From an optimization exercise on the open Yosys and OpenROAD flow, aimed at small area; shortcuts taken in it are not production practice.
The RTL was checked by simulation tests, not by an equivalence proof against the original design.
Power is estimated from default activity; no workload was simulated.

==> try-tundra <==
// rv32i_top
module rv32i_top #(
    parameter DMEM_DEPTH = 1024,
    parameter IMEM_DEPTH = 1024
)(
    input  logic        clk,
    input  logic        reset_n,
    output logic [31:0] mem_addr_mem,
    output logic [31:0] mem_wdata_mem,
    output logic        mem_write_mem,
    output logic [2:0]  mem_op_mem,
    input  logic [31:0] mem_rdata_mem,
    output logic        mem_read_mem,
    output logic [31:0] current_pc,
    input  logic [31:0] inst,
    input  logic        stall_pipl,
    output logic        if_id_reg_en,
    input  logic        timer_int
);
==> flow/config.mk <==
export PLATFORM = sky130hd
export DESIGN_NAME = rv32i_top
export DESIGN_NICKNAME = rv32i_top
export VERILOG_FILES = /design/flow/design.v
export SDC_FILE = /design/flow/constraint.sdc
export NUM_CORES = 4
export LEC_CHECK = 0
export CAP_MARGIN = 20
export CORE_MARGIN = 2
export CORE_UTILIZATION = 50
export CTS_BUF_LIST = sky130_fd_sc_hd__clkbuf_16
export CTS_CLUSTER_DIAMETER = 100
export CTS_CLUSTER_SIZE = 20
export SLEW_MARGIN = 20
export SYNTH_HIERARCHICAL = 1
export SYNTH_MINIMUM_KEEP_SIZE = 0
==> flow/constraint.sdc <==
create_clock -name core_clock -period 10.0 [get_ports {clk}]
set_input_delay 2.0000 -clock core_clock [delete_from_list [all_inputs] [get_ports {clk}]]
set_output_delay 2.0000 -clock core_clock [all_outputs]
set_load 0.01 [all_outputs]
run.sh (not shown) runs the stock make flow with config.mk's settings and CLKGATE_MAP_FILE= SYNTH_SCRIPT=/design/flow/synth_recipe.tcl, a recipe that flattens the netlist after the stock synthesis.
==> try-sierra: changes against try-tundra <==
--- a/flow/design.v
+++ b/flow/design.v
@@ -1,27 +1,5 @@
-module rf_aoi222 (
-    input  logic a0, b0, a1, b1, a2, b2,
-    output logic y
-);
-    assign y = ~((a0 & b0) | (a1 & b1) | (a2 & b2));
-endmodule
-module rf_read_bit (
-    input  logic [32:0] sel,
-    input  logic [32:0] d,
-    output logic        q
-);
-    logic [10:0] y;
-    for (genvar k = 0; k < 11; k++) begin : g
-        rf_aoi222 u (
-            .a0(sel[3*k]),   .b0(d[3*k]),
-            .a1(sel[3*k+1]), .b1(d[3*k+1]),
-            .a2(sel[3*k+2]), .b2(d[3*k+2]),
-            .y(y[k])
-        );
-    end
-    assign q = ~&y;
-endmodule
 module instruction_decompressor(
     input  logic         decompressor_en,
     input  logic [31:0]  compressed_inst,
     output logic [31:0]  decompressed_inst
 );
@@ -182,22 +160,18 @@
     assign pipe_en      = ~stall_pipl;
     logic [31:0] pc, pc_plus_4, trap_pc, pc_jump_mem;
     logic [31:1] mepc;
     logic        ecall_mem;
     logic [31:2] mtvec_hi;
-    logic        v_mie, v_mtvec, v_mscratch, v_mepc, v_mcause;
-    logic        mie7_g;
-    logic [31:2] mtvec_g;
-    logic [31:1] mepc_g;
     assign pc_plus_4 = {pc[31:2] + 30'd1, pc[1:0]};
-    assign trap_pc   = {mtvec_g + (ecall_mem ? 30'd11 : 30'd7), 2'b00};
+    assign trap_pc   = {mtvec_hi + (ecall_mem ? 30'd11 : 30'd7), 2'b00};
     always_ff @(posedge clk or negedge reset_n) begin
         if (!reset_n)
             pc <= 32'hfffff000;
         else if ((if_id_reg_en | trap_taken | mret_mem) & ~hold_pc) begin
             if (trap_taken)      pc <= trap_pc;
-            else if (mret_mem)   pc <= {mepc_g, 1'b0};
+            else if (mret_mem)   pc <= {mepc, 1'b0};
             else if (pc_sel_mem) pc <= pc_jump_mem;
             else                 pc <= pc_plus_4;
         end
     end
     assign current_pc = pc;
@@ -289,28 +263,24 @@
     );
     logic [31:0] pc_id, inst_id;
     logic [3:0]  lk_if, lk_id;
     assign lk_if = {z_if, cstate == S_SECOND16,
                     2'(((cstate == S_SPLIT32) & en_ff)) + 2'(h_if)};
-    logic nz_id;
     always_ff @(posedge clk or negedge reset_n) begin
         if (!reset_n) begin
-            nz_id   <= 1'b0;
+            pc_id   <= 32'h0;
             inst_id <= 32'h0;
         end else if (flush | clr_ff) begin
-            nz_id   <= 1'b0;
+            pc_id   <= 32'h0;
             inst_id <= 32'h0;
         end else if (if_id_reg_en) begin
-            nz_id   <= (corrected_pc != 32'd0);
+            pc_id   <= corrected_pc;
             inst_id <= inst_if;
         end
     end
     always_ff @(posedge clk)
-        if (if_id_reg_en & ~(flush | clr_ff)) begin
-            lk_id <= lk_if;
-            pc_id <= corrected_pc;
-        end
+        if (if_id_reg_en & ~(flush | clr_ff)) lk_id <= lk_if;
     logic [6:0] opcode_id;
     logic [2:0] f3_id;
     logic [4:0] rs1_id, rs2_id;
     assign opcode_id = inst_id[6:0];
     assign f3_id     = inst_id[14:12];
@@ -359,72 +329,55 @@
     always_ff @(posedge clk) begin
         for (int i = 1; i < 32; i++)
             if (rf_we[i]) rf[i] <= wdata_wb;
     end
     logic [4:0]  rs2_exe;
-    logic [31:0] rdata1_id, rf_rd2;
-    logic        fwd1_id;
-    assign fwd1_id  = rw_wb & (rs1_id == rd_wb) & (rd_wb != 5'd0);
-    logic [32:0] rf_sel1, rf_sel2;    
-    always_comb begin
-        rf_sel1 = '0;
-        rf_sel2 = '0;
-        rf_sel1[0]  = fwd1_id;
+    logic [31:0] rf_rd1, rf_rd2;
+    always_comb begin
+        rf_rd1 = '0;
+        rf_rd2 = '0;
         for (int i = 1; i < 32; i++) begin
-            rf_sel1[i] = rf_valid[i] & (rs1_id == i[4:0]) & ~fwd1_id;
-            rf_sel2[i] = rf_valid[i] & (rs2_exe == i[4:0]);
-        end
-    end
-    for (genvar b = 0; b < 32; b++) begin : rf_rd
-        logic [32:0] col1, col2;
-        always_comb begin
-            col1 = '0;
-            col2 = '0;
-            for (int i = 1; i < 32; i++) begin
-                col1[i] = rf[i][b];
-                col2[i] = rf[i][b];
-            end
-            col1[0]  = wdata_wb[b];
+            rf_rd1 = rf_rd1 | ({32{rf_valid[i] & (rs1_id == i[4:0])}} & rf[i]);
+            rf_rd2 = rf_rd2 | ({32{rf_valid[i] & (rs2_exe == i[4:0])}} & rf[i]);
         end
-        rf_read_bit port1 (.sel(rf_sel1), .d(col1), .q(rdata1_id[b]));
-        rf_read_bit port2 (.sel(rf_sel2), .d(col2), .q(rf_rd2[b]));
     end
+    logic fwd1_id;
+    assign fwd1_id = rw_wb & (rs1_id == rd_wb) & (rd_wb != 5'd0);
+    logic [31:0] rdata1_id;
+    assign rdata1_id = fwd1_id ? wdata_wb : rf_rd1;
     logic        m2r_exe;
     logic [4:0]  rd_exe;
     assign load_hazard = m2r_exe & (rd_exe != 5'd0) &
                          (((rd_exe == rs1_id) & ~(auipc_id | lui_id)) |
                           ((rd_exe == rs2_id) & (rtype_id | br_id)));
     logic [31:0] pc_exe, rdata1_exe;
     logic [3:0]  lk_exe;
     logic [31:7] ir_exe;
     logic rw_exe, mw_exe, br_exe, src_exe, jump_exe, lui_exe, auipc_exe, jal_exe;
-    logic csel_exe, csr_exe, mret_exe, ecall_exe, nz_exe;
+    logic csel_exe, csr_exe, mret_exe, ecall_exe;
     logic [1:0] aop_exe;
     always_ff @(posedge clk) begin
         if (flush | load_hazard) begin
             rdata1_exe <= '0; ir_exe <= '0;
         end else if (pipe_en) begin
             rdata1_exe <= rdata1_id; ir_exe <= inst_id[31:7];
         end
-        if (pipe_en & ~(flush | load_hazard)) begin
-            lk_exe <= lk_id;
-            pc_exe <= pc_id;
-        end
+        if (pipe_en & ~(flush | load_hazard)) lk_exe <= lk_id;
     end
     always_ff @(posedge clk or negedge reset_n) begin
         if (!reset_n) begin
-            nz_exe <= 1'b0;
+            pc_exe <= '0;
             rw_exe <= 0; mw_exe <= 0; m2r_exe <= 0; br_exe <= 0; src_exe <= 0; jump_exe <= 0;
             lui_exe <= 0; auipc_exe <= 0; jal_exe <= 0; aop_exe <= '0;
             csel_exe <= 0; csr_exe <= 0; mret_exe <= 0; ecall_exe <= 0;
         end else if (flush | load_hazard) begin
-            nz_exe <= 1'b0;
+            pc_exe <= '0;
             rw_exe <= 0; mw_exe <= 0; m2r_exe <= 0; br_exe <= 0; src_exe <= 0; jump_exe <= 0;
             lui_exe <= 0; auipc_exe <= 0; jal_exe <= 0; aop_exe <= '0;
             csel_exe <= 0; csr_exe <= 0; mret_exe <= 0; ecall_exe <= 0;
         end else if (pipe_en) begin
-            nz_exe <= nz_id;
+            pc_exe <= pc_id;
             rw_exe <= rw_id; mw_exe <= mw_id; m2r_exe <= m2r_id; br_exe <= br_id; src_exe <= src_id;
             jump_exe <= jump_id; lui_exe <= lui_id; auipc_exe <= auipc_id; jal_exe <= jal_id;
             aop_exe <= aop_id;
             csel_exe <= csr_id & f3_id[2]; csr_exe <= csr_id; mret_exe <= mret_id; ecall_exe <= ecall_id;
         end
@@ -517,13 +470,11 @@
     end
     logic [31:0] x_exe, x_mem;
     logic [4:0]  rs2_mem;
     logic [2:0]  f3_mem, ccode_mem;
     logic mw_mem, m2r_mem, br_mem, jump_mem, zero_mem, csr_mem, nz_mem;
-    logic [31:0] last_pc;
-    always_ff @(posedge clk)
-        if (pipe_en & ~flush & nz_exe) last_pc <= pc_exe;
+    logic [31:0] last_pc;    
     assign x_exe = csr_exe ? ((rs1_exe == rd_mem) ? result_mem : rdata1_exe)
                  : (mw_exe ? b_fwd : pc_jump_exe);
     always_ff @(posedge clk) begin
         if (pipe_en & ~flush) begin
             result_mem <= result_exe; x_mem <= x_exe;
@@ -533,17 +484,19 @@
     end
     always_ff @(posedge clk or negedge reset_n) begin
         if (!reset_n) begin
             rw_mem <= 0; mw_mem <= 0; m2r_mem <= 0; br_mem <= 0; jump_mem <= 0;
             csr_mem <= 0; mret_mem <= 0; ecall_mem <= 0; nz_mem <= 0;
+            last_pc <= '0;
         end else if (flush) begin
             rw_mem <= 0; mw_mem <= 0; m2r_mem <= 0; br_mem <= 0; jump_mem <= 0;
             csr_mem <= 0; mret_mem <= 0; ecall_mem <= 0; nz_mem <= 0;
         end else if (pipe_en) begin
             rw_mem <= rw_exe; mw_mem <= mw_exe; m2r_mem <= m2r_exe; br_mem <= br_exe;
             jump_mem <= jump_exe; csr_mem <= csr_exe; mret_mem <= mret_exe; ecall_mem <= ecall_exe;
-            nz_mem <= nz_exe;
+            nz_mem <= (pc_exe != 32'd0);
+            if (pc_exe != 32'd0) last_pc <= pc_exe;
         end
     end
     assign mem_addr_mem  = result_mem;
     assign mem_op_mem    = f3_mem;
     assign mem_write_mem = mw_mem;
@@ -557,25 +510,22 @@
             default:                cmp = ~zero_mem;
         endcase
     end
     assign pc_sel_mem = (br_mem & cmp) | jump_mem;
     logic [31:0] mstatus, mie, mscratch, mcause;
-    assign mie7_g  = v_mie & mie[7];
-    assign mtvec_g = v_mtvec ? mtvec_hi : 30'd0;
-    assign mepc_g  = v_mepc ? mepc : 31'd0;
     logic [1:0]  mtvec_lo;
     logic        mip7;
     logic [31:0] csr_wdata, csr_rdata;
     assign csr_wdata = x_mem;
     always_comb begin
         case (ccode_mem)
             3'd1: csr_rdata = mstatus;
-            3'd2: csr_rdata = v_mie ? mie : 32'd0;
-            3'd3: csr_rdata = v_mtvec ? {mtvec_hi, mtvec_lo} : 32'd0;
-            3'd4: csr_rdata = v_mscratch ? mscratch : 32'd0;
-            3'd5: csr_rdata = {mepc_g, 1'b0};
-            3'd6: csr_rdata = v_mcause ? mcause : 32'd0;
+            3'd2: csr_rdata = mie;
+            3'd3: csr_rdata = {mtvec_hi, mtvec_lo};
+            3'd4: csr_rdata = mscratch;
+            3'd5: csr_rdata = {mepc, 1'b0};
+            3'd6: csr_rdata = mcause;
             3'd7: csr_rdata = {24'b0, mip7, 7'b0};
             default: csr_rdata = 32'h0;
         endcase
     end
     function automatic [31:0] csr_upd(input [31:0] old, input [2:0] op, input [31:0] wd);
@@ -586,60 +536,41 @@
             default: csr_upd = old;
         endcase
     endfunction
     logic [31:0] csr_new;
     assign csr_new = csr_upd(csr_rdata, f3_mem, csr_wdata);
-    assign trap_taken = (mstatus[3] & mip7 & mie7_g & ~mret_mem) | ecall_mem;
-    logic trap_upd, csr_wr;
-    assign trap_upd = !nz_mem && trap_taken;
-    assign csr_wr   = csr_mem && (f3_mem == 3'b001 || f3_mem == 3'b010 || f3_mem == 3'b011);
+    assign trap_taken = (mstatus[3] & mip7 & mie[7] & ~mret_mem) | ecall_mem;
     always_ff @(posedge clk or negedge reset_n) begin
         if (!reset_n) begin
-            mstatus <= '0; mip7 <= 1'b0;
-            v_mie <= 1'b0; v_mtvec <= 1'b0; v_mscratch <= 1'b0; v_mepc <= 1'b0; v_mcause <= 1'b0;
+            mstatus <= '0; mie <= '0; mtvec_hi <= '0; mtvec_lo <= '0; mscratch <= '0;
+            mepc <= '0; mcause <= '0; mip7 <= 1'b0;
         end else begin
             mip7 <= timer_int;
             if (mret_mem) begin
                 mstatus[3] <= mstatus[7];
                 mstatus[7] <= 1'b1;
             end
-            if (trap_upd) begin
-                v_mepc     <= 1'b1;
-                v_mcause   <= 1'b1;
+            if (!nz_mem && trap_taken) begin
+                mepc       <= last_pc[31:1];
+                mcause     <= ecall_mem ? 32'd11 : 32'h80000007;
                 mstatus[7] <= mstatus[3];
                 mstatus[3] <= 1'b0;
                 mip7       <= 1'b0;
             end
-            if (csr_wr) begin
+            if (csr_mem && (f3_mem == 3'b001 || f3_mem == 3'b010 || f3_mem == 3'b011)) begin
                 case (ccode_mem)
-                    3'd1: mstatus    <= csr_new;
-                    3'd2: v_mie      <= 1'b1;
-                    3'd3: v_mtvec    <= 1'b1;
-                    3'd4: v_mscratch <= 1'b1;
-                    3'd5: v_mepc     <= 1'b1;
-                    3'd6: v_mcause   <= 1'b1;
+                    3'd1: mstatus  <= csr_new;
+                    3'd2: mie      <= csr_new;
+                    3'd3: {mtvec_hi, mtvec_lo} <= csr_new;
+                    3'd4: mscratch <= csr_new;
+                    3'd5: mepc     <= csr_new[31:1];
+                    3'd6: mcause   <= csr_new;
                     default: ;
                 endcase
             end
         end
     end
-    always_ff @(posedge clk) begin
-        if (trap_upd) begin
-            mepc   <= last_pc[31:1];
-            mcause <= ecall_mem ? 32'd11 : 32'h80000007;
-        end
-        if (csr_wr) begin
-            case (ccode_mem)
-                3'd2: mie      <= csr_new;
-                3'd3: {mtvec_hi, mtvec_lo} <= csr_new;
-                3'd4: mscratch <= csr_new;
-                3'd5: mepc     <= csr_new[31:1];
-                3'd6: mcause   <= csr_new;
-                default: ;
-            endcase
-        end
-    end
     logic [31:0] val_wb;
     logic        m2r_wb;
     always_ff @(posedge clk or negedge reset_n) begin
         if (!reset_n) begin
             rw_wb <= 0; m2r_wb <= 0;
- CORE_UTILIZATION: 50 -> 45
- SYNTH_HIERARCHICAL: 1 -> unset
- SYNTH_MINIMUM_KEEP_SIZE: 0 -> unset
==> try-ember: changes against try-tundra <==
==> flow/flow/run.sh (new file) <==
#!/bin/bash
# The standard layout (standard.sh) with two changes:
#  - the synthesis step reads a copy of the ORFS scripts whose ABC script
#    maps with a large delay relaxation (&nf -R 1000), i.e. area-oriented;
#    registers and the synthesis passes around ABC are unchanged;
#  - the port buffers that placement inserts on every input and output are
#    the smallest buffer (buf_1) instead of the default cell; the resizer
#    may still size them up.
set -euo pipefail
HERE=$(pwd)
rm -rf "$HERE/orfs_scripts"
cp -r "$FLOW_HOME/scripts" "$HERE/orfs_scripts"
sed -i 's/^&nf$/\&nf -R 1000/' "$HERE/orfs_scripts/abc_speed.script"
cp "$HERE/orfs_scripts/abc_speed.script" "$HERE/abc_script_used.log"
bash standard.sh SCRIPTS_DIR="$HERE/orfs_scripts" synth > "$HERE/synth_make.log" 2>&1
export BUFFER_PORTS_ARGS="-buffer_cell sky130_fd_sc_hd__buf_1"
bash standard.sh > "$HERE/layout_make.log" 2>&1
==> flow/standard.sh (new file) <==
#!/bin/bash
# synth_recipe.tcl (not shown) runs the flow's synth.tcl, then flattens the netlist and writes it again
# the make line also repeats each setting of config.mk as NAME=value (left out here)
make -C /OpenROAD-flow-scripts/flow DESIGN_CONFIG=/design/flow/config.mk WORK_HOME=/design/flow/orfs CLKGATE_MAP_FILE= SYNTH_SCRIPT=/design/flow/synth_recipe.tcl "${@:-finish}"
removed: flow/run.sh
==> comparison <==
Between try-tundra and try-sierra, the lower first-iteration DRC count is in try-tundra (gap about 6%, measured against try-sierra). Of try-sierra and try-tundra, try-tundra has the higher combinational power (gap 6.2%, measured against try-tundra). Against try-sierra, the die area of try-ember is smaller by 13%. In try-sierra the sequential power is higher than in try-ember, by about 2%. Worst hold slack, lowest first: try-ember, try-tundra, try-sierra. Count of clock-buffer cells in the layout: try-sierra > try-ember > try-tundra. The lowest maximum frequency belongs to try-ember, the highest to try-sierra.
==> figures <==
Most congested layer reported by global routing: try-tundra met2; try-ember met2; try-sierra met1
Synth unique cells: try-tundra 112; try-ember 103; try-sierra 105
Fin worst setup slack: try-tundra 0.7963 ns; try-ember 0.5454 ns; try-sierra 1.095 ns
Number of buffers and inverters on the critical path: try-tundra 1; try-ember 2; try-sierra 1
Fraction of synthesized area in multiplexers: try-tundra 3.045%; try-ember 3.651%; try-sierra 3.886%
Metal-1 WL: try-tundra 137.9 mm; try-ember 139.7 mm; try-sierra 175.8 mm
Psw: try-tundra 0.009666 W; try-ember 0.009012 W; try-sierra 0.009722 W
Share of layout cells above drive strength 1: try-tundra 8.838%; try-ember 8.894%; try-sierra 10.33%
Detailed Place HPWL: try-tundra 272.8 mm; try-ember 253.5 mm; try-sierra 306.0 mm
Placed Instance Area: try-tundra 92,150 sq um; try-ember 89,140 sq um; try-sierra 92,330 sq um
Die H: try-tundra 417.5 um; try-ember 413.0 um; try-sierra 442.9 um
Tapcell count: try-tundra 2,218; try-ember 2,204; try-sierra 2,526
Shortest period the worst path allows: try-tundra 9.204 ns; try-ember 9.455 ns; try-sierra 8.905 ns
Total number of placement rows: try-tundra 151; try-ember 150; try-sierra 161
Result of the run: try-tundra complete, no violations; try-ember complete, no violations; try-sierra complete, no violations
Normalized max-slew margin: try-tundra 9.462%; try-ember 11.68%; try-sierra 18.32%

-- port drivers added, routing unchanged --
In the flow no input, the clock included, has a driving cell. The finished layouts below were timed again as built, in two steps.
Step 1: set_driving_cell puts a clkbuf_16 on clk and a buf_2 on each other input, an assumption about the parent block.
Step 2 also shifts input and output timing later by t, the mid clock arrival at the registers, as if the neighbouring blocks saw the same clock.
a / b / c = ideal / step 1 / step 2; a / b = the first two.
run	t, ns	setup WS [ns]	worst hold slack (ns)
try-tundra	0.873	0.796 / 0.796 / 0.796	0.424 / 0.424 / 0.424
try-sierra	0.890	1.095 / 1.095 / 0.914	0.428 / 0.428 / 0.428
try-ember	0.875	0.545 / 0.545 / 0.545	0.420 / 0.420 / 0.420
After both steps setup and hold are still met in every run listed. For try-sierra, which loses most, drivers alone change the setup slack by 0.000 ns; drivers and shift together by -0.181 ns.
